Background: an optimization exercise with open tools, aiming at small area. Do not read the settings as production practice. Only simulation tests tie the RTL to the original design; equivalence was not proved. No activity file was given, so power comes from the tool's default toggle rates.

===== flow/flow/knobs.sh =====
export BUFFER_PORTS_ARGS="-buffer_cell sky130_fd_sc_hd__buf_1"
export CTS_ARGS="-sink_clustering_enable -repair_clock_nets -dont_use_dummy_load -sink_clustering_size 9 -sink_clustering_max_diameter 50 -buf_list sky130_fd_sc_hd__clkbuf_4"
export GLOBAL_PLACEMENT_ARGS="-keep_resize_below_overflow 0"

===== flow/flow/run.sh =====
#!/bin/bash
# The standard layout (standard.sh) with these changes:
#  - after the standard synthesis, the combinational cells are mapped again by
#    ABC for area (flip-flops, their names and the ports are kept as they are);
#  - input and output ports buffered with buf_1 instead of the default delay cell;
#  - clock tree synthesis without dummy loads and with larger sink clusters.
# Logs: make_synth.log, remap.log and make.log here; each ORFS step in orfs/logs.
set -euo pipefail
source flow/knobs.sh
R=orfs/results/sky130hd/Triadic_ALU/base
bash standard.sh synth > make_synth.log 2>&1
cp $R/1_2_yosys.v $R/1_2_yosys_standard.v
yosys -l remap.log -s flow/remap.ys > /dev/null 2>&1
mv $R/1_2_yosys_remap.v $R/1_2_yosys.v
rm -f $R/1_synth.odb $R/1_synth.sdc
bash standard.sh > make.log 2>&1

===== flow/flow/remap.abc =====
&get -n
&st
&synch2
&nf
&put

===== flow/design.v =====
`default_nettype none
module Inverter
#(
    parameter       WORD_WIDTH         = 0
)
(
    input   wire                       invert,
    input   wire    [WORD_WIDTH-1:0]   in,
    output  reg     [WORD_WIDTH-1:0]   out
);
    always @(*) begin
        out = (invert == 1'b1) ? ~in : in;
    end
endmodule
`default_nettype none
module Addressed_Mux
#(
    parameter       WORD_WIDTH          = 0,
    parameter       ADDR_WIDTH          = 0,
    parameter       INPUT_COUNT         = 0,
    parameter   TOTAL_WIDTH = WORD_WIDTH * INPUT_COUNT
)
(
    input   wire    [ADDR_WIDTH-1:0]    addr,    
    input   wire    [TOTAL_WIDTH-1:0]   in,
    output  reg     [WORD_WIDTH-1:0]    out
);
    integer i;
    always @(*) begin
        out = {WORD_WIDTH{1'b0}};
        for (i = 0; i < INPUT_COUNT; i = i + 1) begin
            if (addr == i[ADDR_WIDTH-1:0]) begin
                out = in[(i * WORD_WIDTH) +: WORD_WIDTH];
            end
        end
    end
endmodule
`default_nettype none
module Bitwise_2to1_Mux
#(
    parameter WORD_WIDTH = 0
)
(
    input   wire    [WORD_WIDTH-1:0]    select_mask,
    input   wire    [WORD_WIDTH-1:0]    in1,
    input   wire    [WORD_WIDTH-1:0]    in2,
    output  wire    [WORD_WIDTH-1:0]    out
);
    generate
        genvar j;
        for(j = 0; j < WORD_WIDTH; j = j+1) begin: per_bit
            Addressed_Mux
            #(
                .WORD_WIDTH     (1),
                .ADDR_WIDTH     (1),
                .INPUT_COUNT    (2)
            )
            Mux
            (
                .addr           (select_mask[j]),    
                .in             ({in2[j],in1[j]}),
                .out            (out[j])
            );
        end
    endgenerate
endmodule
`default_nettype none
module Dyadic_Boolean_Operator
#(
    parameter WORD_WIDTH                        = 0
)
(
    input   wire    [4-1:0]    op,
    input   wire    [WORD_WIDTH-1:0]            a,
    input   wire    [WORD_WIDTH-1:0]            b,
    output  wire    [WORD_WIDTH-1:0]            o
);
    generate
        genvar i;
        for(i = 0; i < WORD_WIDTH; i = i+1) begin: per_bit
            Addressed_Mux
            #(
                .WORD_WIDTH     (1),
                .ADDR_WIDTH     (2),
                .INPUT_COUNT    (4)
            )
            Operator
            (
                .addr           ({a[i],b[i]}),    
                .in             (op),
                .out            (o[i])
            );
        end
    endgenerate
endmodule
`default_nettype none
module Carryin_Calculator
#(
    parameter WORD_WIDTH = 0
)
(
    input   wire    [WORD_WIDTH-1:0]    A,
    input   wire    [WORD_WIDTH-1:0]    B,
    input   wire    [WORD_WIDTH-1:0]    S,
    output  reg     [WORD_WIDTH-1:0]    Cin
);
    always @(*) begin
        Cin = A ^ B ^ S;
    end
endmodule
`default_nettype none
module AddSub_Ripple_Carry_NoCarry
#(
    parameter               WORD_WIDTH          = 0
)
(
    input   wire    signed  [WORD_WIDTH-1:0]    A,
    input   wire                                A_negative,
    input   wire    signed  [WORD_WIDTH-1:0]    B,
    input   wire                                B_negative,
    output  reg     signed  [WORD_WIDTH-1:0]    sum,
    output  reg                                 carry_out,
    output  reg                                 overflow
);
    localparam ZERO = {WORD_WIDTH{1'b0}};
    wire [WORD_WIDTH-1:0] A_signed;
    wire [WORD_WIDTH-1:0] B_signed;
    Inverter
    #(
        .WORD_WIDTH (WORD_WIDTH)
    )
    A_inv
    (
        .invert     (A_negative),
        .in         (A),
        .out        (A_signed)
    );
    Inverter
    #(
        .WORD_WIDTH (WORD_WIDTH)
    )
    B_inv
    (
        .invert     (B_negative),
        .in         (B),
        .out        (B_signed)
    );
    reg [WORD_WIDTH-1:0] A_negative_ext;
    reg [WORD_WIDTH-1:0] B_negative_ext;
    always @(*) begin
        A_negative_ext = {{WORD_WIDTH-1{1'b0}},A_negative};
        B_negative_ext = {{WORD_WIDTH-1{1'b0}},B_negative};
    end
    always @(*) begin
        {carry_out,sum} = A_signed + B_signed + A_negative_ext + B_negative_ext;
    end
    wire carry_in;
    Carryin_Calculator
    #(
        .WORD_WIDTH (1)
    )
    MSB_Cin
    (
        .A          (A_signed[WORD_WIDTH-1]),
        .B          (B_signed[WORD_WIDTH-1]),
        .S          (sum     [WORD_WIDTH-1]),
        .Cin        (carry_in)
    );
    always @(*) begin
        overflow = carry_in ^ carry_out;  
    end
endmodule
`default_nettype none
module Delay_Line 
#(
    parameter       DEPTH           = 0, 
    parameter       WIDTH           = 0
) 
(
    /*verilator lint_off UNUSED*/
    input   wire                    clock,
    /*verilator lint_on UNUSED*/
    input   wire    [WIDTH-1:0]     in,
    output  reg     [WIDTH-1:0]     out
);
    localparam ZERO = {WIDTH{1'b0}};
    generate
        if (DEPTH == 0) begin
            always @(*) begin
                out = in;
            end
        end
        else begin
            integer i;
            reg [WIDTH-1:0] stage [DEPTH-1:0];
            always @(posedge clock) begin
                stage[0] <= in;
                for(i = 1; i < DEPTH; i = i + 1) begin
                    stage[i] <= stage[i-1];
                end
            end
            always @(*) begin
                out = stage[DEPTH-1];
            end
        end
    endgenerate
endmodule
`default_nettype none
module UpDown_Counter
#(
    parameter WORD_WIDTH      = 0,
    parameter INITIAL_COUNT   = 0   
)
(
    input   wire                        clock,
    input   wire                        up_down,         
    input   wire                        run,             
    input   wire                        wren,            
    input   wire    [WORD_WIDTH-1:0]    write_data,
    output  reg     [WORD_WIDTH-1:0]    count,
    output  reg     [WORD_WIDTH-1:0]    next_count       
);
    localparam ZERO         = {WORD_WIDTH{1'b0}};
    localparam ONE          = {{WORD_WIDTH-1{1'b0}},1'b1};
    localparam MINUS_ONE    = ~ZERO;
    reg [WORD_WIDTH-1:0] increment;
    always @(*) begin
        increment   = (up_down == 1'b1) ? ONE : MINUS_ONE;
        next_count  = (wren    == 1'b1) ? write_data : (count + increment);
    end
    always @(posedge clock) begin
        count <= ((run == 1'b1) || (wren == 1'b1)) ? next_count : count;
    end
endmodule
`default_nettype none
module Thread_Number
#(
    parameter   INITIAL_THREAD                  = 0,
    parameter   THREAD_COUNT                    = 0,
    parameter   THREAD_COUNT_WIDTH              = 0  
)
(
    input   wire                                clock,
    output  wire    [THREAD_COUNT_WIDTH-1:0]    current_thread,
    output  wire    [THREAD_COUNT_WIDTH-1:0]    next_thread
);
    localparam ZERO        = {THREAD_COUNT_WIDTH{1'b0}};
    localparam LAST_THREAD = THREAD_COUNT - 1;
    reg last_thread;
    always @(*) begin
        last_thread = (current_thread == LAST_THREAD [THREAD_COUNT_WIDTH-1:0]);
    end
    UpDown_Counter
    #(
        .WORD_WIDTH     (THREAD_COUNT_WIDTH),
        .INITIAL_COUNT  (INITIAL_THREAD)
    )
    Thread
    (
        .clock          (clock),
        .up_down        (1'b1),          
        .run            (1'b1),          
        .wren           (last_thread),   
        .write_data     (ZERO),
        .count          (current_thread),
        .next_count     (next_thread)
    );
endmodule
`default_nettype none
module RAM_SDP 
#(
    parameter       WORD_WIDTH          = 0,
    parameter       ADDR_WIDTH          = 0,
    parameter       DEPTH               = 0,
    parameter       RAMSTYLE            = "",
    parameter       READ_NEW_DATA       = 0,
    parameter       USE_INIT_FILE       = 0,
    parameter       INIT_FILE           = ""
)
(
    input  wire                         clock,
    input  wire                         wren,
    input  wire     [ADDR_WIDTH-1:0]    write_addr,
    input  wire     [WORD_WIDTH-1:0]    write_data,
    input  wire                         rden,
    input  wire     [ADDR_WIDTH-1:0]    read_addr, 
    output reg      [WORD_WIDTH-1:0]    read_data
);
    localparam ZERO = {WORD_WIDTH{1'b0}};
    reg [WORD_WIDTH-1:0] ram [DEPTH-1:0];
    generate
        if (READ_NEW_DATA == 0) begin
            always @(posedge clock) begin
                if(wren == 1'b1) begin
                    ram[write_addr] <= write_data;
                end
                if(rden == 1'b1) begin
                    read_data <= ram[read_addr];
                end
            end
        end
        /*verilator lint_off BLKSEQ*/
        else begin
            always @(posedge clock) begin
                if(wren == 1'b1) begin
                    ram[write_addr] = write_data;
                end
                if(rden == 1'b1) begin
                    read_data = ram[read_addr];
                end
            end
        end
        /*verilator lint_on BLKSEQ*/
    endgenerate
endmodule
`default_nettype none
module Address_Range_Decoder_Static
#(
    parameter       ADDR_WIDTH          = 0,
    parameter       ADDR_BASE           = 0,
    parameter       ADDR_BOUND          = 0
)
(
    input   wire                        enable,
    input   wire    [ADDR_WIDTH-1:0]    addr,
    output  reg                         hit 
);
    localparam ADDR_COUNT = ADDR_BOUND - ADDR_BASE + 1;
    localparam COUNT_ZERO = {ADDR_COUNT{1'b0}};
    integer                     i;
    reg     [ADDR_COUNT-1:0]    per_addr_match;
    always @(*) begin
        for(i = ADDR_BASE; i <= ADDR_BOUND; i = i + 1) begin : addr_decode
            per_addr_match[i-ADDR_BASE] = (addr == i[ADDR_WIDTH-1:0]);
        end
    end
    reg hit_raw;
    always @(*) begin : is_hit
        hit_raw = | per_addr_match;
        hit     = hit_raw & enable;
    end 
endmodule
`default_nettype none
module R_Flags
#(
    parameter WORD_WIDTH = 0
)
(
    input   wire  [WORD_WIDTH-1:0]  R,
    output  reg                     R_zero,
    output  reg                     R_negative
);
    always @(*) begin
        R_zero     = ~|R;
        R_negative = R[WORD_WIDTH-1];
    end
endmodule
`default_nettype none
module Triadic_ALU_Forward_Path
#(
    parameter       WORD_WIDTH                      = 0
)
(
    input   wire                                    clock,
    input   wire    [20-1:0]   control,     
    input   wire    [WORD_WIDTH-1:0]                A,           
    input   wire    [WORD_WIDTH-1:0]                B,           
    input   wire    [WORD_WIDTH-1:0]                R,           
    input   wire                                    R_zero,      
    input   wire                                    R_negative,  
    input   wire    [WORD_WIDTH-1:0]                S,           
    output  reg     [WORD_WIDTH-1:0]                Ra,          
    output  reg     [WORD_WIDTH-1:0]                Rb,          
    output  wire                                    carry_out,   
    output  wire                                    overflow     
);
    localparam PIPELINE_STAGES              = 4;
    localparam DYADIC_CTRL_WIDTH            = 4;
    localparam R_SELECTOR_CTRL_WIDTH        = 2;
    localparam R_SELECTOR_INPUT_COUNT       = 2**R_SELECTOR_CTRL_WIDTH;
    localparam ADD_SUB_CTRL_WIDTH           = 2;
    localparam ADD_SUB_PIPE_DEPTH           = 2;
    localparam SHIFT_SELECTOR_CTRL_WIDTH    = 2;
    localparam SHIFT_SELECTOR_INPUT_COUNT   = 2**SHIFT_SELECTOR_CTRL_WIDTH;
    localparam SPLIT_SELECTOR_CTRL_WIDTH    = 1;
    localparam SPLIT_SELECTOR_INPUT_COUNT   = 2**SPLIT_SELECTOR_CTRL_WIDTH;
    localparam TRIADIC_DUAL_WIDTH           = 1;
    integer i;
    reg [20-1:0] control_pipeline [PIPELINE_STAGES-1:0];
    always @(*) begin
        control_pipeline[0] = control;
    end
    always @(posedge clock) begin
        for(i = 1; i < PIPELINE_STAGES; i = i+1) begin
            control_pipeline[i] <= control_pipeline[i-1];
        end
    end
    reg [R_SELECTOR_CTRL_WIDTH-1:0]     R_selector      [PIPELINE_STAGES-1:0];
    reg [SPLIT_SELECTOR_CTRL_WIDTH-1:0] split_selector  [PIPELINE_STAGES-1:0];
    reg [SHIFT_SELECTOR_CTRL_WIDTH-1:0] shift_selector  [PIPELINE_STAGES-1:0];
    reg [DYADIC_CTRL_WIDTH-1:0]         dyadic_1        [PIPELINE_STAGES-1:0];
    reg [DYADIC_CTRL_WIDTH-1:0]         dyadic_2        [PIPELINE_STAGES-1:0];
    reg [DYADIC_CTRL_WIDTH-1:0]         dyadic_3        [PIPELINE_STAGES-1:0];
    reg [ADD_SUB_CTRL_WIDTH-1:0]        add_sub         [PIPELINE_STAGES-1:0];
    reg [TRIADIC_DUAL_WIDTH-1:0]        triadic_dual    [PIPELINE_STAGES-1:0];
    always @(*) begin
        for(i = 0; i < PIPELINE_STAGES; i = i+1) begin
            {split_selector[i],shift_selector[i],dyadic_3[i],add_sub[i],triadic_dual[i],dyadic_2[i],dyadic_1[i],R_selector[i]} = control_pipeline[i];
        end
    end
    reg [WORD_WIDTH-1:0] R_zero_mask;
    reg [WORD_WIDTH-1:0] R_negative_mask;
    always @(*) begin
        R_zero_mask     = {WORD_WIDTH{R_zero}};
        R_negative_mask = {WORD_WIDTH{R_negative}};
    end
    wire [WORD_WIDTH-1:0] selected_R_raw;
    Addressed_Mux
    #(
        .WORD_WIDTH     (WORD_WIDTH),
        .ADDR_WIDTH     (R_SELECTOR_CTRL_WIDTH),
        .INPUT_COUNT    (R_SELECTOR_INPUT_COUNT)
    )
    Select_R
    (
        .addr           (R_selector[0]),    
        .in             ({S,R_negative_mask,R_zero_mask,R}),
        .out            (selected_R_raw)
    );
    reg [WORD_WIDTH-1:0] selected_R;
    always @(posedge clock) begin
        selected_R <= selected_R_raw;
    end
    wire [WORD_WIDTH-1:0] D1_raw;
    Dyadic_Boolean_Operator
    #(
        .WORD_WIDTH     (WORD_WIDTH)
    )
    D1
    (
        .op             (dyadic_1[0]),
        .a              (A),
        .b              (B),
        .o              (D1_raw)
    );
    reg [WORD_WIDTH-1:0] D1_out;
    always @(posedge clock) begin
        D1_out <= D1_raw;
    end
    wire [WORD_WIDTH-1:0] D2_raw;
    Dyadic_Boolean_Operator
    #(
        .WORD_WIDTH     (WORD_WIDTH)
    )
    D2
    (
        .op             (dyadic_2[0]),
        .a              (A),
        .b              (B),
        .o              (D2_raw)
    );
    reg [WORD_WIDTH-1:0] D2_out;
    always @(posedge clock) begin
        D2_out <= D2_raw;
    end
    wire [WORD_WIDTH-1:0]   sum_raw;
    wire                    carry_out_raw;
    wire                    overflow_raw;
    AddSub_Ripple_Carry_NoCarry
    #(
        .WORD_WIDTH      (WORD_WIDTH)
    )
    AddSub
    (
        .A              (A),
        .A_negative     (add_sub[0][0]),
        .B              (B),
        .B_negative     (add_sub[0][1]),
        .sum            (sum_raw),
        .carry_out      (carry_out_raw),
        .overflow       (overflow_raw)
    );
    wire [WORD_WIDTH-1:0] sum;
    Delay_Line 
    #(
        .DEPTH  (ADD_SUB_PIPE_DEPTH), 
        .WIDTH  (WORD_WIDTH)
    ) 
    AddSub_pipeline
    (
        .clock  (clock),
        .in     (sum_raw),
        .out    (sum)
    );
    Delay_Line 
    #(
        .DEPTH  (PIPELINE_STAGES), 
        .WIDTH  (2)
    ) 
    Predicates_pipeline
    (
        .clock  (clock),
        .in     ({carry_out_raw,overflow_raw}),
        .out    ({carry_out,overflow})
    );
    wire [WORD_WIDTH-1:0] selected_dyadic_1_raw;
    Bitwise_2to1_Mux
    #(
        .WORD_WIDTH     (WORD_WIDTH)
    )
    SD1
    (
        .select_mask     (selected_R),
        .in1             (D1_out),
        .in2             (D2_out), 
        .out             (selected_dyadic_1_raw)
    );
    reg [WORD_WIDTH-1:0] selected_dyadic_1;
    always @(posedge clock) begin
        selected_dyadic_1 <= selected_dyadic_1_raw;
    end
    wire [WORD_WIDTH-1:0] selected_R_inverted;
    Inverter
    #(
        .WORD_WIDTH     (WORD_WIDTH)
    )
    Triadic_Mode
    (
        .invert (triadic_dual[1]),
        .in     (selected_R),
        .out    (selected_R_inverted)
    );
    wire [WORD_WIDTH-1:0] selected_dyadic_2_raw;
    Bitwise_2to1_Mux
    #(
        .WORD_WIDTH     (WORD_WIDTH)
    )
    SD2
    (
        .select_mask     (selected_R_inverted),
        .in1             (D1_out),
        .in2             (D2_out), 
        .out             (selected_dyadic_2_raw)
    );
    reg [WORD_WIDTH-1:0] selected_dyadic_2;
    always @(posedge clock) begin
        selected_dyadic_2 <= selected_dyadic_2_raw;
    end
    wire [WORD_WIDTH-1:0] D3_raw;
    Dyadic_Boolean_Operator
    #(
        .WORD_WIDTH     (WORD_WIDTH)
    )
    D3
    (
        .op             (dyadic_3[2]),
        .a              (selected_dyadic_2),
        .b              (sum),
        .o              (D3_raw)
    );
    reg [WORD_WIDTH-1:0] D3_out;
    always @(posedge clock) begin
        D3_out <= D3_raw;
    end
    reg [WORD_WIDTH-1:0] selected_dyadic_1_2;
    always @(posedge clock) begin
        selected_dyadic_1_2 <= selected_dyadic_1;
    end
    wire [WORD_WIDTH-1:0] D3_shifted;
    Addressed_Mux
    #(
        .WORD_WIDTH     (WORD_WIDTH),
        .ADDR_WIDTH     (SHIFT_SELECTOR_CTRL_WIDTH),
        .INPUT_COUNT    (SHIFT_SELECTOR_INPUT_COUNT)
    )
    Shift
    (
        .addr           (shift_selector[3]),    
        .in             ({D3_out << 1, $signed(D3_out) >>> 1, $unsigned(D3_out) >>> 1, D3_out}),
        .out            (D3_shifted)
    );
    always @(posedge clock) begin
        Rb <= D3_shifted;
    end
    wire [WORD_WIDTH-1:0] selected_dyadic_1_3;
    Addressed_Mux
    #(
        .WORD_WIDTH     (WORD_WIDTH),
        .ADDR_WIDTH     (SPLIT_SELECTOR_CTRL_WIDTH),
        .INPUT_COUNT    (SPLIT_SELECTOR_INPUT_COUNT)
    )
    Split
    (
        .addr           (split_selector[3]),    
        .in             ({selected_dyadic_1_2,D3_shifted}),
        .out            (selected_dyadic_1_3)
    );
    always @(posedge clock) begin
        Ra <= selected_dyadic_1_3;
    end
endmodule
`default_nettype none
module Triadic_ALU_Feedback_Path
#(
    parameter       WORD_WIDTH          = 0,
    parameter       ADDR_WIDTH          = 0,
    parameter       S_WRITE_ADDR        = 0,
    parameter       S_RAMSTYLE          = "",
    parameter       S_READ_NEW_DATA     = 0,
    parameter       THREAD_COUNT        = 0,
    parameter       THREAD_COUNT_WIDTH  = 0
)
(
    input   wire                        clock,
    input   wire    [WORD_WIDTH-1:0]    Ra,          
    input   wire    [WORD_WIDTH-1:0]    Rb,          
    input   wire    [ADDR_WIDTH-1:0]    DB,          
    input   wire                        IO_Ready,
    input   wire                        Cancel,
    output  wire    [WORD_WIDTH-1:0]    R,           
    output  wire                        R_zero,      
    output  wire                        R_negative,  
    output  wire    [WORD_WIDTH-1:0]    S            
);
    localparam INPUT_SYNC_DEPTH  = 2;
    localparam INPUT_SYNC_WIDTH  = 1 + 1 + ADDR_WIDTH + WORD_WIDTH + WORD_WIDTH;
    localparam OUTPUT_SYNC_DEPTH = 1;
    localparam OUTPUT_SYNC_WIDTH = 1 + 1 + WORD_WIDTH + WORD_WIDTH;
    wire                    IO_Ready_stage2;
    wire                    Cancel_stage2;
    wire [ADDR_WIDTH-1:0]   DB_stage2;
    wire [WORD_WIDTH-1:0]   Ra_stage2;
    wire [WORD_WIDTH-1:0]   Rb_stage2;
    Delay_Line 
    #(
        .DEPTH  (INPUT_SYNC_DEPTH-1), 
        .WIDTH  (INPUT_SYNC_WIDTH)
    ) 
    Input_Sync_Stage3
    (
        .clock  (clock),
        .in     ({IO_Ready,          Cancel,         DB,         Ra,         Rb}),
        .out    ({IO_Ready_stage2,   Cancel_stage2,  DB_stage2,  Ra_stage2,  Rb_stage2})
    );
    reg not_nop;
    always @(*) begin
        not_nop = (IO_Ready_stage2 == 1'b1) & (Cancel_stage2 == 1'b0);
    end
    wire S_wren_stage2;
    Address_Range_Decoder_Static
    #(
        .ADDR_WIDTH     (ADDR_WIDTH),
        .ADDR_BASE      (S_WRITE_ADDR),
        .ADDR_BOUND     (S_WRITE_ADDR) 
    )
    S_ADDR_MATCH
    (
        .enable         (not_nop),
        .addr           (DB_stage2),
        .hit            (S_wren_stage2)   
    );
    wire                    S_wren_stage1;
    wire [WORD_WIDTH-1:0]   Ra_stage1;
    wire [WORD_WIDTH-1:0]   Rb_stage1;
    Delay_Line 
    #(
        .DEPTH  (1), 
        .WIDTH  (WORD_WIDTH + WORD_WIDTH + 1)
    ) 
    Input_Sync_Stage2
    (
        .clock  (clock),
        .in     ({S_wren_stage2,  Ra_stage2,  Rb_stage2}),
        .out    ({S_wren_stage1,  Ra_stage1,  Rb_stage1})
    );
    wire [THREAD_COUNT_WIDTH-1:0] S_thread_write;
    wire [THREAD_COUNT_WIDTH-1:0] S_thread_read;
    Thread_Number
    #(
        .INITIAL_THREAD     (0),
        .THREAD_COUNT       (THREAD_COUNT),
        .THREAD_COUNT_WIDTH (THREAD_COUNT_WIDTH)
    )
    TN_S
    (
        .clock              (clock),
        .current_thread     (S_thread_write),
        .next_thread        (S_thread_read)
    );
    wire [WORD_WIDTH-1:0] S_stage0;
    RAM_SDP 
    #(
        .WORD_WIDTH     (WORD_WIDTH),
        .ADDR_WIDTH     (THREAD_COUNT_WIDTH),
        .DEPTH          (THREAD_COUNT),
        .RAMSTYLE       (S_RAMSTYLE),
        .READ_NEW_DATA  (S_READ_NEW_DATA),
        .USE_INIT_FILE  (0),
        .INIT_FILE      ()
    )
    S_Register
    (
        .clock          (clock),
        .wren           (S_wren_stage1),
        .write_addr     (S_thread_write),
        .write_data     (Rb_stage1),
        .rden           (1'b1),
        .read_addr      (S_thread_read), 
        .read_data      (S_stage0)
    );
    wire R_zero_raw;
    wire R_negative_raw;
    R_Flags
    #(
        .WORD_WIDTH (WORD_WIDTH)
    )
    R_Flags
    (
        .R          (Ra_stage1),
        .R_zero     (R_zero_raw),
        .R_negative (R_negative_raw)
    );
    reg  R_zero_stage0;
    reg  R_negative_stage0;
    always @(posedge clock) begin
        R_zero_stage0       <= R_zero_raw;
        R_negative_stage0   <= R_negative_raw;
    end
    reg [WORD_WIDTH-1:0] Ra_stage0;
    always @(posedge clock) begin
        Ra_stage0 <= Ra_stage1;
    end
    Delay_Line 
    #(
        .DEPTH  (OUTPUT_SYNC_DEPTH), 
        .WIDTH  (OUTPUT_SYNC_WIDTH)
    ) 
    Output_Sync
    (
        .clock  (clock),
        .in     ({Ra_stage0, R_zero_stage0,  R_negative_stage0,  S_stage0}),
        .out    ({R,         R_zero,         R_negative,         S})
    );
endmodule
`default_nettype none
module Triadic_ALU
#(
    parameter       WORD_WIDTH                      = 36,
    parameter       ADDR_WIDTH                      = 12,
    parameter       S_WRITE_ADDR                    = 3072,
    parameter       S_RAMSTYLE                      = "",
    parameter       S_READ_NEW_DATA                 = 0,
    parameter       THREAD_COUNT                    = 8,
    parameter       THREAD_COUNT_WIDTH              = 3,
    parameter       WRITE_RETIME_STAGES             = 3
)
(
    input   wire                                    clock,
    input   wire                                    IO_Ready,
    input   wire                                    Cancel,
    input   wire    [ADDR_WIDTH-1:0]                DB,          
    input   wire    [20-1:0]   control,     
    input   wire    [WORD_WIDTH-1:0]                A,           
    input   wire    [WORD_WIDTH-1:0]                B,           
    output  wire    [WORD_WIDTH-1:0]                Ra,          
    output  wire    [WORD_WIDTH-1:0]                Rb,          
    output  wire                                    carry_out,   
    output  wire                                    overflow     
);
    localparam W = WORD_WIDTH;
    wire [1:0]  R_selector   = control[1:0];
    wire [3:0]  dyadic_1     = control[5:2];
    wire [3:0]  dyadic_2     = control[9:6];
    wire        triadic_dual = control[10];
    wire [1:0]  add_sub      = control[12:11];
    wire [3:0]  dyadic_3     = control[16:13];
    wire [1:0]  shift        = control[18:17];
    wire        split        = control[19];
    reg [7*W-1:0]   Ra_line;     
    reg [6*W-1:0]   Rb_line;     
    reg [7:0]       pred_line;   
    reg [8*W-1:0]   S_ring;      
    reg [2:0]       S_addr_hit;  
    reg [2:0]       S_wren;      
    wire [W-1:0] R          = Ra_line[7*W-1:6*W];
    wire         R_zero     = ~|R;
    wire         R_negative = R[W-1];
    wire [W-1:0] S          = S_ring[8*W-1:7*W];
    reg [W-1:0] X;
    always @(*) begin
        case (R_selector)
            2'd0:      X = R;
            2'd1: X = {W{R_zero}};
            2'd2:  X = {W{R_negative}};
            default:        X = S;
        endcase
    end
    reg [W-1:0] D1, D2, T1, T2, D3;
    integer i;
    always @(*) begin
        for (i = 0; i < W; i = i + 1) begin
            D1[i] = dyadic_1[{A[i], B[i]}];
            D2[i] = dyadic_2[{A[i], B[i]}];
        end
        T1 = (D2 & X) | (D1 & ~X);
        T2 = (D2 & (X ^ {W{triadic_dual}})) | (D1 & ~(X ^ {W{triadic_dual}}));
    end
    wire [W-1:0] A_signed = A ^ {W{add_sub[0]}};
    wire [W-1:0] B_signed = B ^ {W{add_sub[1]}};
    wire [W:0]   sum_full = A_signed + B_signed + add_sub[0] + add_sub[1];
    wire [W-1:0] sum      = sum_full[W-1:0];
    wire         co       = sum_full[W];
    wire         ov       = A_signed[W-1] ^ B_signed[W-1] ^ sum[W-1] ^ co;
    always @(*) begin
        for (i = 0; i < W; i = i + 1) begin
            D3[i] = dyadic_3[{T2[i], sum[i]}];
        end
    end
    reg [W-1:0] Ra_1, Rb_1;
    reg [1:0]   shift_1;
    reg         split_1;
    reg [W-1:0] Rb_shifted;
    always @(*) begin
        case (shift_1)
            2'd0:         Rb_shifted = Rb_1;
            2'd1:        Rb_shifted = {1'b0, Rb_1[W-1:1]};
            2'd2: Rb_shifted = {Rb_1[W-1], Rb_1[W-1:1]};
            default:             Rb_shifted = {Rb_1[W-2:0], 1'b0};
        endcase
    end
    wire [W-1:0] Ra_2 = split_1 ? Ra_1 : Rb_shifted;
    always @(posedge clock) begin
        Ra_1       <= T1;
        Rb_1       <= D3;
        shift_1    <= shift;
        split_1    <= split;
        Ra_line    <= {Ra_line[6*W-1:0], Ra_2};
        Rb_line    <= {Rb_line[5*W-1:0], Rb_shifted};
        pred_line  <= {pred_line[5:0], co, ov};
        S_addr_hit <= {S_addr_hit[1:0], DB == S_WRITE_ADDR[ADDR_WIDTH-1:0]};
        S_wren     <= {S_wren[1:0], S_addr_hit[2] & IO_Ready & ~Cancel};
        S_ring     <= {S_ring[7*W-1:0], S_wren[2] ? Rb_line[6*W-1:5*W] : S};
    end
    assign Ra                   = Ra_line[3*W-1:2*W];
    assign Rb                   = Rb_line[3*W-1:2*W];
    assign {carry_out,overflow} = pred_line[7:6];
endmodule

===== flow/constraint.sdc =====
create_clock -name core_clock -period 3.7 [get_ports {clock}]
set_input_delay 0.7400 -clock core_clock [delete_from_list [all_inputs] [get_ports {clock}]]
set_output_delay 0.7400 -clock core_clock [all_outputs]
set_load 0.01 [all_outputs]

===== flow/config.mk =====
export PLATFORM = sky130hd
export DESIGN_NAME = Triadic_ALU
export DESIGN_NICKNAME = Triadic_ALU
export VERILOG_FILES = /design/flow/design.v
export SDC_FILE = /design/flow/constraint.sdc
export NUM_CORES = 4
export LEC_CHECK = 0
export CAP_MARGIN = 0
export CORE_MARGIN = 2
export CORE_UTILIZATION = 40
export PLACE_DENSITY = 0.8
export SETUP_SLACK_MARGIN = 0.02
export SLEW_MARGIN = 0

===== flow/flow/remap.ys =====
# Map the standard synthesis's combinational logic again, for area. The
# flip-flop cells stay as they are (kept as submodules, then blackboxed), so
# their instance names, cell types and connections do not change.
read_liberty -ignore_miss_func /OpenROAD-flow-scripts/flow/platforms/sky130hd/lib/sky130_fd_sc_hd__tt_025C_1v80.lib
read_verilog orfs/results/sky130hd/Triadic_ALU/base/1_2_yosys_standard.v
hierarchy -top Triadic_ALU
setattr -mod -set keep_hierarchy 1 sky130_fd_sc_hd__df*
flatten
opt_clean
abc -script flow/remap.abc -liberty /OpenROAD-flow-scripts/flow/platforms/sky130hd/lib/sky130_fd_sc_hd__tt_025C_1v80.lib -dont_use sky130_fd_sc_hd__probe_p_8 -dont_use sky130_fd_sc_hd__probec_p_8 -dont_use sky130_fd_sc_hd__lpflow_bleeder_1 -dont_use sky130_fd_sc_hd__lpflow_clkbufkapwr_1 -dont_use sky130_fd_sc_hd__lpflow_clkbufkapwr_16 -dont_use sky130_fd_sc_hd__lpflow_clkbufkapwr_2 -dont_use sky130_fd_sc_hd__lpflow_clkbufkapwr_4 -dont_use sky130_fd_sc_hd__lpflow_clkbufkapwr_8 -dont_use sky130_fd_sc_hd__lpflow_clkinvkapwr_1 -dont_use sky130_fd_sc_hd__lpflow_clkinvkapwr_16 -dont_use sky130_fd_sc_hd__lpflow_clkinvkapwr_2 -dont_use sky130_fd_sc_hd__lpflow_clkinvkapwr_4 -dont_use sky130_fd_sc_hd__lpflow_clkinvkapwr_8 -dont_use sky130_fd_sc_hd__lpflow_decapkapwr_12 -dont_use sky130_fd_sc_hd__lpflow_decapkapwr_3 -dont_use sky130_fd_sc_hd__lpflow_decapkapwr_4 -dont_use sky130_fd_sc_hd__lpflow_decapkapwr_6 -dont_use sky130_fd_sc_hd__lpflow_decapkapwr_8 -dont_use sky130_fd_sc_hd__lpflow_inputiso0n_1 -dont_use sky130_fd_sc_hd__lpflow_inputiso0p_1 -dont_use sky130_fd_sc_hd__lpflow_inputiso1n_1 -dont_use sky130_fd_sc_hd__lpflow_inputiso1p_1 -dont_use sky130_fd_sc_hd__lpflow_inputisolatch_1 -dont_use sky130_fd_sc_hd__lpflow_isobufsrc_1 -dont_use sky130_fd_sc_hd__lpflow_isobufsrc_16 -dont_use sky130_fd_sc_hd__lpflow_isobufsrc_2 -dont_use sky130_fd_sc_hd__lpflow_isobufsrc_4 -dont_use sky130_fd_sc_hd__lpflow_isobufsrc_8 -dont_use sky130_fd_sc_hd__lpflow_isobufsrckapwr_16 -dont_use sky130_fd_sc_hd__lpflow_lsbuf_lh_hl_isowell_tap_1 -dont_use sky130_fd_sc_hd__lpflow_lsbuf_lh_hl_isowell_tap_2 -dont_use sky130_fd_sc_hd__lpflow_lsbuf_lh_hl_isowell_tap_4 -dont_use sky130_fd_sc_hd__lpflow_lsbuf_lh_isowell_4 -dont_use sky130_fd_sc_hd__lpflow_lsbuf_lh_isowell_tap_1 -dont_use sky130_fd_sc_hd__lpflow_lsbuf_lh_isowell_tap_2 -dont_use sky130_fd_sc_hd__lpflow_lsbuf_lh_isowell_tap_4
opt_clean -purge
hilomap -singleton -hicell sky130_fd_sc_hd__conb_1 HI -locell sky130_fd_sc_hd__conb_1 LO
blackbox sky130_fd_sc_hd__*
stat -liberty /OpenROAD-flow-scripts/flow/platforms/sky130hd/lib/sky130_fd_sc_hd__tt_025C_1v80.lib
write_verilog -noattr -noexpr -nohex -nodec orfs/results/sky130hd/Triadic_ALU/base/1_2_yosys_remap.v

===== flow/standard.sh =====
#!/bin/bash
# synth_recipe.tcl (not shown) runs the flow's synth.tcl, then flattens the netlist and writes it again
# the make line also repeats each setting of config.mk as NAME=value (left out here)
make -C /OpenROAD-flow-scripts/flow DESIGN_CONFIG=/design/flow/config.mk WORK_HOME=/design/flow/orfs CLKGATE_MAP_FILE= SYNTH_SCRIPT=/design/flow/synth_recipe.tcl "${@:-finish}"

==> flow_metrics.py, run 1 <==
metrics = {
    "pwr": {
        "power.density_mw_per_mm2": 673,
        "power_frac_comb_pct": 17.4,
        "p_clk_share_pct": 20.6,
        "netSwitchingPower_mw": 5.44,
        "worst_ir_drop_vdd_v": 0.000259,
        "swShare_pct": 28.3,
        "p_int_mw": 13.8,
        "p_total_mw": 19.2,
        "power_frac_seq_pct": 61.9,
        "p_leak_nw": 11.1,
    },
    "die": {
        "num_io_pins": 181,
        "start_util_pct": 40.4,
        "die_area_mm2": 0.0658,
        "core-area_mm2": 0.0631,
        "rows": 92,
        "die_y_um": 257,
        "die_x_um": 257,
    },
    "clocking": {
        "cts_sinks": 845,
        "cts_buffers": 106,
        "path_clk_slew_ns": 0.09,
        "cts_tree": "done",
        "cts-root-buf": "clkbuf_4",
        "htreeDepth": 3,
        "clk_latency_ns": 0.92,
        "cts.path.max_buffers": 3,
    },
    "global_routing": {
        "grt_pass1_wl_um": 91900,
        "grt_overflow_total": 0,
        "gr-usage-all-layers_pct": 18.2,
        "grt_max_degree": 54,
        "grt_pass1_vias": 16100,
        "antenna_found_initial": 25,
    },
    "timing": {
        "slew_headroom_pct": 32.3,
        "fin_crit_sh_pct": 95.7,
        "finalSetupViolCount": 0,
        "finalHoldViolCount": 0,
        "setup_slack_ns": 0.159,
        "min_period_ns": 3.54,
        "slew_violations": 0,
        "worst_slew_pin_slew_ns": 1.02,
        "rsz0062_at_grt": "false",
        "max_clock_freq_mhz": 282,
        "fin_skew_ns": 0.160,
    },
    "placement": {
        "routabilityCongestion": 0.866,
        "dp_cells": 2957,
        "place_ws_ns": -1.18,
        "post-dp-hpwl_um": 42300,
        "port_buffers": 180,
    },
    "finish": {
        "drive_gt1_share_pct": 10.8,
        "final_common_cell": "dfxtp_1",
        "layout_common_cells": "dfxtp_1 (843), xnor2_1 (170), nor2_1 (164), buf_1 (164), a21oi_1 (129)",
        "area_growth_syn_to_layout_pct": 12.2,
        "instances_no_fill": 3082,
        "fin_nets": 2334,
    },
    "yosys": {
        "yosys_warnings": 1,
        "syn_area_per_cell_um2": 13.3,
        "syn_inst": 1920,
        "synth.cell_area_mm2": 0.0255,
        "synth_fp_nets": 2027,
    },
    "routing": {
        "wl_per_cell_um": 19.7,
        "drtAntennaViolNets": 0,
        "totalWireLength_um": 60800,
        "drc_errors": 0,
        "drt_first_pass_iters": 5,
        "via_count": 15700,
        "drt_iter0_drc": 886,
        "vias_per_cell": 5.08,
    },
    "setup_path": {
        "cp_data_arrival_time_ns": 4.22,
        "cp-end-kind": "flop",
        "start_kind": "input pin",
        "crit_required_ns": 4.38,
        "crit_path_start": "control[11]",
        "timing.rr.start": "Ra_line[217]",
        "crit_type": "in2reg",
        "r2r_slack_ns": 0.27,
        "cp_max_fo": 16,
    },
    "min_path": {
        "hold_path_startpoint": "IO_Ready",
        "hp-class": "in2reg",
    },
    "status": {
        "outcome": "complete, no violations",
    },
    "flow_run": {
        "max_cap_viol_count": 0,
    },
}
area by class of cell:
class | count | area (um^2)
clock buffer | 106 | 796
timing repair buffer | 199 | 1080
inverter | 8 | 30.0
fill | 5642 | 34500
antenna | 11 | 27.5
tap | 846 | 1060
sequential | 845 | 16900
multi-input combinational | 1067 | 8700
registers in the layout (all words and copies together), names as in the netlist:
register and cells:
pred_line 8, Rb_1 36, split_1 1, Rb_line 216, Ra_line 252, S_addr_hit 3
Ra_1 36, S_wren 3, shift_1 2, S_ring 288
worst max-delay path, stage by stage:
cell and delay, ns:
buf_6 0.21, buf_16 0.21, xnor2_1 0.17, xor2_1 0.32
xor2_1 0.16, a22o_1 0.22, a21oi_1 0.29, o211ai_1 0.20
a31oi_4 0.30, o21a_1 0.26, a211oi_2 0.11, o31ai_1 0.32
xnor2_1 0.19, mux4_2 0.51
final timing paths:
path             endpoint  depth (start not counted)
min reg2reg  Ra_line[184]                          0
min             S_wren[0]                          3
max reg2reg      Rb_1[18]                         12
max              Rb_1[29]                         14
repair_timing:
item,4_1_cts,5_1_grt
gates resized for setup,9,12
endpoints found under the hold margin,4,0
pin swaps,0,4
setup buffers,0,2
setup endpoints to repair,26,7
hold buffers,4,0
cloned,0,2
stage by stage:
| stage | utilization [%] | instance area (um^2) | hold slack (ns) | setup TNS (ns) |
|---|---|---|---|---|
| after floorplan | - | 25500 | 0.310 | 0 |
| after global placement | 43.2 | 27200 | 0.310 | -304.01 |
| after detailed placement | 43.7 | 27500 | 0.312 | -50.67 |
| after CTS | 45.1 | 28400 | 0.0259 | 0 |
| after global routing | 45.3 | 28600 | 0.0666 | 0 |
| final | 45.4 | 28600 | 0.113 | 0 |
power by group through the flow:
stage / Combinational [mW] / Clock (mW) / Sequential (mW)
CTS: 3.31 / 4.12 / 11.9
global route: 3.64 / 4.46 / 12.1
detailed placement: 3.27 / 0 / 12.1
finish: 3.35 / 3.97 / 11.9
floorplan: 2.10 / 0 / 11.9
global placement: 3.19 / 0 / 12.1
routing by layer:
metal | share of wire (%) | vias up | track usage (%)
met2 | 49 | 507 | 30.8
met1 | 39 | 7601 | 20.3
met5 | 0.26 | - | 0
met3 | 7.3 | 190 | 6.22
met4 | 4.1 | 28 | 9.80
li1 | - | 7324 | -
==> run 2, diff against run 1 <==
--- a/flow/flow/run.sh
+++ b/flow/flow/run.sh
@@ -1,5 +1,7 @@
 #!/bin/bash
 # The standard layout (standard.sh) with these changes:
-#  - after the standard synthesis, the combinational cells are mapped again by
+#  - synthesis with yosys's default (Brent-Kung) carry lookahead instead of
+#    ORFS's Kogge-Stone (SYNTH_OPERATIONS_ARGS set, so the extra map is dropped);
+#  - after the synthesis, the combinational cells are mapped again by
 #    ABC for area (flip-flops, their names and the ports are kept as they are);
 #  - input and output ports buffered with buf_1 instead of the default delay cell;
==> flow/flow/knobs.sh (replaced) <==
export BUFFER_PORTS_ARGS="-buffer_cell sky130_fd_sc_hd__buf_1"
export CTS_ARGS="-sink_clustering_enable -repair_clock_nets -dont_use_dummy_load -sink_clustering_size 9 -sink_clustering_max_diameter 50 -buf_list sky130_fd_sc_hd__clkbuf_4"
export GLOBAL_PLACEMENT_ARGS="-keep_resize_below_overflow 0"
export SYNTH_OPERATIONS_ARGS="-booth"
--- a/flow/config.mk
+++ b/flow/config.mk
@@ -10,4 +10,4 @@
 export CORE_UTILIZATION = 40
 export PLACE_DENSITY = 0.8
-export SETUP_SLACK_MARGIN = 0.02
+export SETUP_SLACK_MARGIN = 0.05
 export SLEW_MARGIN = 0
==> run 2 against run 1 <==
- worst hold slack better by 0.010 ns
- total power down 2.0%
- wire length about the same
- critical path type unchanged
==> flow_metrics.py, run 2 <==
metrics = {
    "clocking": {
        "path_clk_slew_ns": 0.09,
        "cts_buffers": 106,
        "cts_sinks": 845,
        "cts_tree": "done",
        "cts.path.max_buffers": 3,
        "clk_latency_ns": 0.89,
        "cts-root-buf": "clkbuf_4",
        "htreeDepth": 3,
    },
    "pwr": {
        "power.density_mw_per_mm2": 657,
        "p_leak_nw": 11.1,
        "worst_ir_drop_vdd_v": 0.000407,
        "p_total_mw": 18.9,
    },
    "die": {
        "core-area_mm2": 0.0629,
        "rows": 92,
        "die_y_um": 256,
        "num_io_pins": 181,
        "start_util_pct": 40.3,
        "die_x_um": 256,
        "die_area_mm2": 0.0653,
    },
    "finish": {
        "drive_gt1_share_pct": 13.2,
        "fin_nets": 2234,
        "largestRegisters": "S_ring (288), Ra_line (252), Rb_line (216)",
        "top_register": "S_ring",
        "instances_no_fill": 2979,
        "final_common_cell": "dfxtp_1",
        "nFillCells": 5585,
        "area_growth_syn_to_layout_pct": 13.3,
        "design_area_mm2": 0.0287,
        "largest_register_ffs": 288,
        "layout_common_cells": "dfxtp_1 (841), buf_1 (163), nor2_1 (149)",
    },
    "yosys": {
        "synth_fp_nets": 1924,
        "synth.cell_area_mm2": 0.0253,
        "syn_inst": 1817,
        "syn_area_per_cell_um2": 13.9,
        "yosys_warnings": 1,
    },
    "global_routing": {
        "grt_pass1_wl_um": 91300,
        "grt_max_degree": 42,
        "antenna_found_initial": 12,
        "gr-usage-all-layers_pct": 18.3,
        "grt_pass1_vias": 15700,
        "grt_overflow_total": 0,
    },
    "setup_path": {
        "start_kind": "input pin",
        "cp-end-kind": "flop",
        "crit_required_ns": 4.46,
        "cp_data_arrival_time_ns": 4.37,
        "crit_type": "in2reg",
        "cp_max_fo": 18,
    },
    "flow_run": {
        "max_cap_viol_count": 0,
    },
    "placement": {
        "dp_cells": 2852,
        "port_buffers": 180,
        "place_ws_ns": -2.20,
        "post-dp-hpwl_um": 41000,
        "routabilityCongestion": 0.808,
        "dpl-instance-area_mm2": 0.0274,
    },
    "routing": {
        "drc_errors": 0,
        "via_count": 15200,
        "drtAntennaViolNets": 0,
        "wl_per_cell_um": 20.4,
        "totalWireLength_um": 60800,
        "drt_iter0_drc": 1284,
        "drt_first_pass_iters": 5,
        "vias_per_cell": 5.12,
    },
    "timing": {
        "fin_crit_sh_pct": 97.7,
        "rsz0062_at_grt": "true",
        "finalSetupViolCount": 0,
        "min_period_ns": 3.62,
        "slew_headroom_pct": 25.2,
        "worst_slew_pin_slew_ns": 1.12,
        "finalHoldViolCount": 0,
        "fin_skew_ns": 0.0766,
        "whs_ns": 0.124,
        "max_clock_freq_mhz": 277,
        "slew_violations": 0,
        "setup_slack_ns": 0.0848,
    },
    "min_path": {
        "hp-class": "in2reg",
    },
    "status": {
        "outcome": "complete, no violations",
    },
}
## run 2: worst max-delay path, cell delays in order
cell and delay (ns):
buf_8 0.22, buf_16 0.22, xor2_1 0.26, xnor2_1 0.18, nand2_1 0.15, nor3b_1 0.21, a221o_1 0.35, a21bo_1 0.19
a21o_1 0.22, a211o_1 0.40, a21o_1 0.24, a21o_1 0.21, maj3_2 0.33, xnor2_2 0.22, mux2i_1 0.20
## run 2: worst paths after layout
kind	end	slack [ns]	depth (start not counted)	start
max	Rb_1[35]	0.08	15	control[11]
min	S_wren[0]	0.12	3	IO_Ready
max reg2reg	Rb_1[34]	0.22	12	Ra_line[240]
min reg2reg	Rb_line[105]	0.28	0	Rb_line[69]
## run 2: timing repair
item                                    in CTS  in global routing
endpoints found under the hold margin        4                  0
gates resized for setup                     13                 35
pin swaps                                    3                  5
endpoints found under the setup margin      47                 41
gates cloned                                 0                  2
hold buffers                                 4                  0
setup buffers                                3                  4
## run 2: stage by stage
step / setup TNS, ns / utilization (%)
finish: 0 / 45.6
global route: -0.0668 / 45.6
CTS: 0 / 45.1
detailed placement: -85.80 / 43.6
global placement: -228.20 / 43.2
floorplan: -0.232 / -
## run 2: cell type report
type / count / area, um^2 / area share, %
flip-flops and latches: 845 / 16900 / 59.0
inverters: 10 / 41.3 / 0.144
repair buffers: 202 / 1080 / 3.78
diodes: 8 / 20.0 / 0.0698
well taps: 846 / 1060 / 3.69
clock buffers: 106 / 796 / 2.78
multi-input cells: 962 / 8750 / 30.5
## run 2: metal layers
metal  part of all wire, %  global-route usage, %  up-vias
li1                      -                      -     6961
met1                    41                   23.3     7421
met2                    47                   29.7      708
met3                   8.9                   4.98      141
met4                   2.7                   6.56        8
met5                 0.094                      0        -
## run 2: report_power, final
| group | internal (mW) | switching (mW) | total, mW | leakage [nW] |
|---|---|---|---|---|
| clock network | 1.31 | 2.68 | 3.99 | 0.488 |
| logic | 1.36 | 1.89 | 3.25 | 3.62 |
| registers | 11.0 | 0.638 | 11.6 | 7.02 |
==> run 3, diff against run 2 <==
--- a/flow/flow/run.sh
+++ b/flow/flow/run.sh
@@ -1,7 +1,5 @@
 #!/bin/bash
 # The standard layout (standard.sh) with these changes:
-#  - synthesis with yosys's default (Brent-Kung) carry lookahead instead of
-#    ORFS's Kogge-Stone (SYNTH_OPERATIONS_ARGS set, so the extra map is dropped);
-#  - after the synthesis, the combinational cells are mapped again by
+#  - after the standard synthesis, the combinational cells are mapped again by
 #    ABC for area (flip-flops, their names and the ports are kept as they are);
 #  - input and output ports buffered with buf_1 instead of the default delay cell;
==> flow/flow/knobs.sh (replaced) <==
export BUFFER_PORTS_ARGS="-buffer_cell sky130_fd_sc_hd__buf_1"
export CTS_ARGS="-sink_clustering_enable -repair_clock_nets -dont_use_dummy_load -sink_clustering_size 12 -sink_clustering_max_diameter 35 -buf_list sky130_fd_sc_hd__clkbuf_4"
export GLOBAL_PLACEMENT_ARGS="-keep_resize_below_overflow 0"
==> run 3 against run 2 <==
- wire length shrank 1.4%
- maximum frequency grew 2.6%
- via count grew 2.2%
- worst setup slack gained 0.092 ns
- sequential power is essentially flat
- combinational power grew 4%
- die area grew 0.79%
- core utilization shrank 0.39 points
- synthesized area grew 0.80%
- final area shrank 0.50%
- highest routed layer unchanged
==> flow_metrics.py, run 3 <==
metrics = {
    "status": {
        "outcome": "complete, no violations",
    },
    "finish": {
        "area_growth_syn_to_layout_pct": 11.9,
        "final_common_cell": "dfxtp_1",
        "drive_gt1_share_pct": 10.4,
        "final_util_pct": 45.2,
        "nFillCells": 5641,
        "top_register": "S_ring",
        "largest_register_ffs": 288,
        "design_area_mm2": 0.0285,
        "fin_nets": 2321,
        "largestRegisters": "S_ring (288), Ra_line (252), Rb_line (216)",
        "layout_common_cells": "dfxtp_1 (843), xnor2_1 (169), nor2_1 (163), buf_1 (163), a21oi_1 (128)",
    },
    "global_routing": {
        "grt_pass1_vias": 16200,
        "grt_overflow_total": 0,
        "grt_max_degree": 49,
        "grt.busiest_layer": "met2",
        "grt_pass1_wl_um": 91300,
        "grt_use_met2_pct": 30.7,
        "use_met1_pct": 20.5,
        "gr-usage-all-layers_pct": 18.0,
        "grt_use_met3_pct": 4.88,
        "antenna_found_initial": 30,
    },
    "setup_path": {
        "cp-end-kind": "flop",
        "crit_required_ns": 4.33,
        "cp_data_arrival_time_ns": 4.15,
        "crit_type": "in2reg",
        "r2r_slack_ns": 0.25,
        "timing.rr.start": "Ra_line[235]",
        "crit_path_start": "B[17]",
        "slowest_delay_ns": 0.59,
        "cp_slowest_cell": "xor2_1",
        "ff2ff_path_depth": 12,
        "start_kind": "input pin",
        "path_cells": "buf_1 > xor2_1 > xnor2_1 > xor2_1 > a211oi_1 > a211o_1 > a31oi_4 > o21a_1 > a211oi_2 > o31ai_1 > xnor2_1 > mux4_2",
        "cp_max_fo": 7,
        "cp_num_buf_inv": 1,
        "regToRegEndpoint": "Rb_1[27]",
        "critical-path-top-delay-family": "compound AO/OA/AOI/OAI gates",
    },
    "pwr": {
        "worst_ir_drop_vdd_v": 0.000241,
        "power_frac_seq_pct": 62.7,
        "power.density_mw_per_mm2": 665,
        "p_leak_nw": 11.0,
        "netSwitchingPower_mw": 5.34,
        "p_total_mw": 19.0,
        "power_frac_comb_pct": 17.8,
        "p_int_mw": 13.6,
        "swShare_pct": 28.1,
        "p_clk_share_pct": 19.5,
    },
    "timing": {
        "finalSetupViolCount": 0,
        "setup_slack_ns": 0.177,
        "slew_violations": 0,
        "fin_crit_sh_pct": 95.2,
        "min_period_ns": 3.52,
        "whs_ns": 0.101,
        "rsz0062_at_grt": "false",
        "fin_skew_ns": 0.113,
        "slew_headroom_pct": 33.2,
        "finalHoldViolCount": 0,
        "max_clock_freq_mhz": 284,
        "worst_slew_pin_slew_ns": 0.999,
    },
    "yosys": {
        "synth.cell_area_mm2": 0.0255,
        "syn_inst": 1920,
        "yosys_warnings": 1,
        "synth_fp_nets": 2027,
        "syn_area_per_cell_um2": 13.3,
    },
    "clocking": {
        "htreeDepth": 3,
        "cts.path.max_buffers": 3,
        "cts_buffers": 91,
        "cts-root-buf": "clkbuf_4",
        "clk_latency_ns": 0.85,
        "cts_tree": "done",
        "path_clk_slew_ns": 0.12,
        "cts_sinks": 845,
    },
    "placement": {
        "dpl-instance-area_mm2": 0.0275,
        "post-dp-hpwl_um": 42000,
        "routabilityCongestion": 0.879,
        "place_ws_ns": -1.27,
        "port_buffers": 180,
    },
    "routing": {
        "drt_iter0_drc": 943,
        "drc_errors": 0,
        "vias_per_cell": 5.07,
        "drt_first_pass_iters": 5,
        "drtAntennaViolNets": 0,
        "via_count": 15600,
        "totalWireLength_um": 59900,
        "wl_per_cell_um": 19.5,
    },
    "die": {
        "die_y_um": 257,
        "num_io_pins": 181,
        "start_util_pct": 40.4,
        "rows": 92,
        "die_x_um": 257,
        "core-area_mm2": 0.0631,
        "die_area_mm2": 0.0658,
    },
    "min_path": {
        "worst_hold_path.endpoint": "S_addr_hit[0]",
        "hp-class": "in2reg",
        "worstHoldPathCells": 3,
        "hold_path_startpoint": "DB[11]",
    },
    "flow_run": {
        "max_cap_viol_count": 0,
    },
}
run 3: metal layers:
metal | vias to the layer above | wire (um) | share of wire (%)
met2 | 536 | 29200 | 49
met3 | 187 | 4200 | 7.0
li1 | 7305 | - | -
met5 | - | 190 | 0.32
met1 | 7518 | 23800 | 40
met4 | 32 | 2470 | 4.1
run 3: timing repair:
item	in CTS	in global routing
buffers inserted	0	4
endpoints found under the setup margin	34	18
cloned	1	1
resized for setup	12	14
pin swaps	1	3
endpoints found under the hold margin	4	0
hold buffers	5	0
run 3: per-stage QoR:
| stage | TNS, ns | std cells |
|---|---|---|
| 2_1_floorplan | 0 | 1920 |
| 3_3_place_gp | -297.40 | 2946 |
| 3_5_place_dp | -56.84 | 2956 |
| 4_1_cts | 0 | 3053 |
| 5_1_grt | 0 | 3070 |
| 6_report | 0 | 3071 |
run 3: worst max path at each step:
stage                to  slack, ns  cells after the start
5_1_grt        Rb_1[29]       0.06                     13
3_3_place_gp   Rb_1[27]      -3.31                      9
3_5_place_dp   Rb_1[27]      -1.27                     13
4_1_cts        Rb_1[29]       0.05                     14
2_1_floorplan  Rb_1[31]       0.04                     12
6_report       Rb_1[29]       0.18                     12
run 3: tightest hold or removal path, delay by kind of cell:
| kind | cells | cell delay [ns] |
|---|---|---|
| AND/OR/NAND/NOR | 2 | 0.10 |
| buffers and inverters | 1 | 0.07 |
run 3: cell type report:
| type | count | area [um^2] | share of cell area (%) |
|---|---|---|---|
| Antenna cell | 13 | 32.5 | 0.114 |
| Clock buffer | 91 | 683 | 2.39 |
| Inverter | 8 | 30.0 | 0.105 |
| Multi-Input combinational cell | 1067 | 8720 | 30.6 |
| Sequential cell | 845 | 16900 | 59.3 |
| Tap cell | 846 | 1060 | 3.71 |
| Timing Repair Buffer | 201 | 1080 | 3.79 |
run 3: power by group through the flow:
stage               registers (mW)  clock network (mW)  logic, mW
floorplan                     11.9                   0       2.10
global placement              12.0                   0       3.19
detailed placement            12.1                   0       3.27
CTS                           11.9                3.84       3.33
global route                  12.1                4.18       3.67
finish                        11.9                3.71       3.37
==> run 4, diff against run 3 <==
==> flow/flow/knobs.sh (replaced) <==
export BUFFER_PORTS_ARGS="-buffer_cell sky130_fd_sc_hd__buf_1"
export CTS_ARGS="-sink_clustering_enable -repair_clock_nets -dont_use_dummy_load -sink_clustering_size 10 -sink_clustering_max_diameter 50 -buf_list sky130_fd_sc_hd__clkbuf_4"
export GLOBAL_PLACEMENT_ARGS="-keep_resize_below_overflow 0"
--- a/flow/config.mk
+++ b/flow/config.mk
@@ -6,8 +6,7 @@
 export NUM_CORES = 4
 export LEC_CHECK = 0
-export CAP_MARGIN = 0
+export CAP_MARGIN = 20
 export CORE_MARGIN = 2
 export CORE_UTILIZATION = 40
-export PLACE_DENSITY = 0.8
 export SETUP_SLACK_MARGIN = 0.05
-export SLEW_MARGIN = 0
+export SLEW_MARGIN = 20
==> run 4 against run 3 <==
- still clean
- sequential cell count is the same
- global-route usage is 0.11 points higher
- final area increased by 1.4%
- wire length fell by 0.47%
- sequential power barely moved
- die area is the same
- critical path type unchanged
- via count decreased by 0.80%
==> flow_metrics.py, run 4 <==
metrics = {
    "setup_path": {
        "crit_type": "in2reg",
        "r2r_slack_ns": 0.28,
        "slowest_delay_ns": 0.47,
        "crit_required_ns": 4.38,
        "critical-path-top-delay-family": "simple AND/OR/NAND/NOR gates",
        "path_cells": "clkbuf_4 > buf_16 > nor4b_1 > nand4_1 > nor3_2 > nor2_4 > buf_16 > buf_16 > nor2_1 > a21oi_1 > xnor2_1 > mux2i_1 > nor2b_1 > a211oi_1 > a21oi_1",
        "start_kind": "input pin",
        "cp-end-kind": "flop",
        "timing.rr.start": "Ra_line[240]",
        "regToRegEndpoint": "Rb_1[27]",
        "ff2ff_path_depth": 13,
        "cp_max_fo": 20,
        "cp_common_cell": "buf_16",
        "cp_slowest_cell": "nor4b_1",
        "cp_data_arrival_time_ns": 4.13,
        "cp_num_buf_inv": 4,
    },
    "timing": {
        "finalHoldViolCount": 0,
        "finalSetupViolCount": 0,
        "fin_crit_sh_pct": 93.5,
        "whs_ns": 0.269,
        "worst_slew_pin_slew_ns": 0.727,
        "fin_skew_ns": 0.105,
        "setup_slack_ns": 0.242,
        "max_clock_freq_mhz": 289,
        "min_period_ns": 3.46,
        "slew_headroom_pct": 51.4,
        "rsz0062_at_grt": "false",
        "slew_violations": 0,
    },
    "routing": {
        "drc_errors": 0,
        "wl_per_cell_um": 19.3,
        "vias_per_cell": 5.00,
        "drt_first_pass_iters": 5,
        "drtAntennaViolNets": 0,
        "via_count": 15500,
        "drt_iter0_drc": 908,
        "totalWireLength_um": 59600,
    },
    "global_routing": {
        "antenna_found_initial": 26,
        "gr-usage-all-layers_pct": 18.2,
        "grt_overflow_total": 0,
        "grt_pass1_wl_um": 91500,
        "grt_max_degree": 41,
        "grt_pass1_vias": 15800,
    },
    "clocking": {
        "path_clk_slew_ns": 0.11,
        "cts_buffers": 100,
        "clk_latency_ns": 0.90,
        "cts.path.max_buffers": 3,
        "cts_sinks": 845,
        "htreeDepth": 3,
        "cts_tree": "done",
        "cts-root-buf": "clkbuf_4",
    },
    "finish": {
        "fin_nets": 2344,
        "final_common_cell": "dfxtp_1",
        "layout_common_cells": "dfxtp_1 (843), xnor2_1 (172), nor2_1 (164), buf_1 (164), a21oi_1 (128)",
        "area_growth_syn_to_layout_pct": 13.5,
        "largest_register_ffs": 288,
        "largestRegisters": "S_ring (288), Ra_line (252), Rb_line (216)",
        "top_register": "S_ring",
        "drive_gt1_share_pct": 11.1,
    },
    "yosys": {
        "yosys_warnings": 1,
        "synth.cell_area_mm2": 0.0255,
        "syn_area_per_cell_um2": 13.3,
        "syn_inst": 1920,
        "synth_fp_nets": 2027,
    },
    "die": {
        "num_io_pins": 181,
        "rows": 92,
        "die_area_mm2": 0.0658,
        "die_y_um": 257,
        "core-area_mm2": 0.0631,
        "start_util_pct": 40.4,
        "die_x_um": 257,
    },
    "pwr": {
        "power.density_mw_per_mm2": 660,
        "p_leak_nw": 11.2,
        "worst_ir_drop_vdd_v": 0.000255,
        "p_total_mw": 19.1,
    },
    "min_path": {
        "hold_path_startpoint": "Rb_line[71]",
        "worst_hold_path.endpoint": "Rb_line[107]",
        "hp-class": "reg2reg",
        "worstHoldPathCells": 0,
    },
    "status": {
        "outcome": "complete, no violations",
    },
    "placement": {
        "routabilityCongestion": 0.910,
        "place_ws_ns": -1.06,
        "post-dp-hpwl_um": 43400,
        "port_buffers": 180,
    },
    "flow_run": {
        "max_cap_viol_count": 0,
    },
}
-- run 4: through the flow --
stage / instances / util, % / instance area, um^2 / setup TNS (ns)
after floorplan: 1920 / - / 25500 / 0
after global placement: 2946 / 43.2 / 27200 / -328.93
after detailed placement: 2972 / 44.3 / 28000 / -21.31
after CTS: 3079 / 45.6 / 28800 / 0
after global routing: 3090 / 45.9 / 28900 / 0
final: 3090 / 45.9 / 28900 / 0
-- run 4: where the power goes --
part | switching, mW | internal [mW]
clock | 2.62 | 1.24
sequential | 0.772 | 11.1
combinational | 1.95 | 1.42
-- run 4: repair_timing --
action                     CTS  global route
gates cloned                 0             1
resized for setup            5            14
pin swaps                    0             2
hold endpoints to repair     5             0
hold buffers                 7             0
buffers inserted             0             1
setup endpoints to repair   10            13
-- run 4: layer usage --
layer	track usage [%]	up-vias	wire length [um]
li1	-	7356	-
met2	29.4	429	27700
met3	5.08	153	3780
met5	0	-	219
met4	8.20	34	2120
met1	22.6	7481	25800
-- run 4: layout make-up --
| class | instances | area, um^2 |
|---|---|---|
| Fill cell | 5777 | 34100 |
| Clock buffer | 100 | 751 |
| Antenna cell | 9 | 22.5 |
| Sequential cell | 845 | 16900 |
| Timing Repair Buffer | 215 | 1460 |
| Inverter | 8 | 30.0 |
| Tap cell | 846 | 1060 |
| Multi-Input combinational cell | 1067 | 8690 |
-- run 4: worst max path at each step --
| stage | from | endpoint | cells past startpoint |
|---|---|---|---|
| final | control[0] | Rb_1[27] | 15 |
| after global routing | control[12] | Rb_1[28] | 14 |
| after floorplan | A[1] | Rb_1[31] | 12 |
| after detailed placement | control[12] | Rb_1[31] | 14 |
| after CTS | control[12] | Rb_1[31] | 14 |
| after global placement | control[0] | Rb_1[9] | 9 |
==> run 5, diff against run 4 <==
--- a/flow/flow/run.sh
+++ b/flow/flow/run.sh
@@ -2,7 +2,10 @@
 # The standard layout (standard.sh) with these changes:
 #  - after the standard synthesis, the combinational cells are mapped again by
-#    ABC for area (flip-flops, their names and the ports are kept as they are);
+#    ABC for area (flow/remap.ys, flow/remap.abc); the flip-flops, their names
+#    and cell types, and the ports are kept as they are;
 #  - input and output ports buffered with buf_1 instead of the default delay cell;
-#  - clock tree synthesis without dummy loads and with larger sink clusters.
+#  - clock tree synthesis with clkbuf_4 buffers and no dummy loads;
+#  - timing-driven global placement that does not keep its trial buffers.
+# The ORFS variables for these are in flow/knobs.sh; the rest is in config.mk.
 # Logs: make_synth.log, remap.log and make.log here; each ORFS step in orfs/logs.
 set -euo pipefail
==> flow/flow/knobs.sh (replaced) <==
export BUFFER_PORTS_ARGS="-buffer_cell sky130_fd_sc_hd__buf_1"
export CTS_ARGS="-sink_clustering_enable -repair_clock_nets -dont_use_dummy_load -sink_clustering_size 9 -sink_clustering_max_diameter 50 -buf_list sky130_fd_sc_hd__clkbuf_4"
export GLOBAL_PLACEMENT_ARGS="-keep_resize_below_overflow 0"
--- a/flow/config.mk
+++ b/flow/config.mk
@@ -6,7 +6,8 @@
 export NUM_CORES = 4
 export LEC_CHECK = 0
-export CAP_MARGIN = 20
+export CAP_MARGIN = 0
 export CORE_MARGIN = 2
-export CORE_UTILIZATION = 40
+export CORE_UTILIZATION = 55
+export PLACE_DENSITY = 0.85
 export SETUP_SLACK_MARGIN = 0.05
-export SLEW_MARGIN = 20
+export SLEW_MARGIN = 0
==> run 5 against run 4 <==
- still clean on timing, DRC and antenna
- first-iteration DRC count is 54% higher
- core utilization grew 16 points
- synthesized area unchanged
- count of clock-buffer cells in the layout grew 5
- sequential power about the same
- combinational power about the same
- sequential share of layout area up 1.4 points
- highest routed layer unchanged
==> flow_metrics.py, run 5 <==
metrics = {
    "timing": {
        "fin_crit_sh_pct": 94.4,
        "slew_violations": 0,
        "setup_slack_ns": 0.207,
        "whs_ns": 0.270,
        "worst_slew_pin_slew_ns": 1.05,
        "min_period_ns": 3.49,
        "max_clock_freq_mhz": 286,
        "fin_skew_ns": 0.0827,
        "finalHoldViolCount": 0,
    },
    "routing": {
        "totalWireLength_um": 58100,
        "wl_per_cell_um": 20.4,
        "vias_per_cell": 5.54,
        "drt_first_pass_iters": 5,
        "drtAntennaViolNets": 0,
        "drc_errors": 0,
        "via_count": 15700,
        "drt_iter0_drc": 1397,
    },
    "clocking": {
        "cts_buffers": 105,
        "path_clk_slew_ns": 0.09,
        "cts-root-buf": "clkbuf_4",
        "htreeDepth": 3,
        "clk_latency_ns": 0.89,
        "cts.path.max_buffers": 3,
        "cts_sinks": 845,
    },
    "setup_path": {
        "cp_data_arrival_time_ns": 4.25,
        "r2r_slack_ns": 0.31,
        "slowest_delay_ns": 0.51,
        "cp_common_cell": "xnor2_1",
        "crit_type": "in2reg",
        "ff2ff_path_depth": 12,
        "crit_required_ns": 4.46,
        "cp_max_fo": 14,
        "timing.rr.start": "Ra_line[241]",
        "cp_slowest_cell": "mux4_2",
        "crit_path_start": "control[12]",
        "regToRegEndpoint": "Rb_1[19]",
        "crit_end": "Rb_1[29]",
        "path_cells": "buf_4 > buf_12 > xnor2_1 > xnor2_1 > nor3_1 > a21oi_1 > a211oi_1 > a211o_1 > a31oi_4 > o21a_1 > a211oi_1 > o31ai_1 > xnor2_1 > mux4_2",
    },
    "global_routing": {
        "grt_max_degree": 45,
        "grt_pass1_wl_um": 87800,
        "antenna_found_initial": 13,
        "grt_pass1_vias": 15900,
        "gr-usage-all-layers_pct": 24.1,
        "grt_overflow_total": 0,
    },
    "placement": {
        "post-dp-hpwl_um": 38400,
        "routabilityCongestion": 0.891,
        "port_buffers": 180,
        "place_ws_ns": -1.17,
    },
    "pwr": {
        "worst_ir_drop_vdd_v": 0.000317,
        "power.density_mw_per_mm2": 679,
        "p_leak_nw": 11.0,
    },
    "finish": {
        "largest_register_ffs": 288,
        "layout_common_cells": "dfxtp_1 (843), xnor2_1 (168), nor2_1 (164), buf_1 (164), a21oi_1 (129)",
        "fin_nets": 2337,
        "drive_gt1_share_pct": 10.8,
        "top_register": "S_ring",
        "final_common_cell": "dfxtp_1",
        "area_growth_syn_to_layout_pct": 10.8,
    },
    "yosys": {
        "synth_fp_nets": 2027,
        "synth.cell_area_mm2": 0.0255,
        "syn_inst": 1920,
        "yosys_warnings": 1,
    },
    "status": {
        "outcome": "complete, no violations",
    },
    "die": {
        "num_io_pins": 181,
        "die_x_um": 219,
        "rows": 78,
        "start_util_pct": 56.0,
        "core-area_mm2": 0.0456,
        "die_y_um": 219,
    },
    "min_path": {
        "hp-class": "reg2reg",
    },
    "flow_run": {
        "max_cap_viol_count": 0,
    },
}
-- run 5: worst min-delay path by stage --
stage	startpoint	end	slack [ns]	cells after the start
final	S_ring[75]	S_ring[111]	0.27	0
after global routing	S_ring[75]	S_ring[111]	0.28	0
after CTS	S_ring[75]	S_ring[111]	0.27	0
after detailed placement	Ra_line[208]	Ra_line[244]	0.31	0
after global placement	S_addr_hit[0]	S_addr_hit[1]	0.31	0
after floorplan	Ra_line[64]	Ra_line[100]	0.31	0
-- run 5: power by group --
part	leakage (nW)	internal [mW]	switching, mW	total [mW]
clock network	0.483	1.30	2.64	3.94
logic	3.54	1.39	1.97	3.36
registers	7.01	11.1	0.784	11.9
total	11.0	13.8	5.39	19.2
-- run 5: final cells by class --
type,instances,area (um^2)
well taps,600,751
inverters,8,30.0
flip-flops and latches,845,16900
diodes,13,32.5
repair buffers,203,1020
multi-input cells,1067,8710
fillers,3352,17300
clock buffers,105,788
-- run 5: timing repair --
item                                   4_1_cts  5_1_grt
buffers inserted                             0        7
setup endpoints to repair                    9       23
pin swaps                                    0        4
resized for setup                            6       14
gates cloned                                 0        1
endpoints found under the hold margin        5        0
hold buffers                                 8        0
-- run 5: worst max-delay path: cells and delay by family --
kind | cells | cell delay [ns]
xor gates and xnor gates | 3 | 0.69
muxes | 1 | 0.51
buffers and inverters | 2 | 0.49
and+or+nand+nor | 1 | 0.11
AOI/OAI and AO/OA | 7 | 1.69
-- run 5: layer usage --
metal | share of wire, % | GRT usage (%) | wire length [um]
met5 | 0.062 | 0 | 36
met4 | 3.0 | 9.53 | 1740
met3 | 7.5 | 5.72 | 4380
met2 | 48 | 40.2 | 28100
met1 | 41 | 30.3 | 23800
-- run 5: metrics by stage --
| step | area [um^2] | std cells | TNS [ns] | total power [mW] | util, % |
|---|---|---|---|---|---|
| 2_1_floorplan | 25500 | 1920 | 0 | 14.0 | - |
| 3_3_place_gp | 26900 | 2700 | -276.86 | 15.1 | 59.1 |
| 3_5_place_dp | 27100 | 2707 | -28.48 | 15.3 | 59.6 |
| 4_1_cts | 28000 | 2820 | 0 | 19.2 | 61.5 |
| 5_1_grt | 28200 | 2837 | -0.00289 | 20.1 | 62.0 |
| 6_report | 28300 | 2841 | 0 | 19.2 | 62.0 |

Setup slack of run 5, layout unchanged: 0.207 ns with ideal ports, 0.230 ns with driving cells assumed (clock clkbuf_16, inputs buf_2), -0.670 ns with port delays also shifted by the 0.899 ns mid clock arrival.
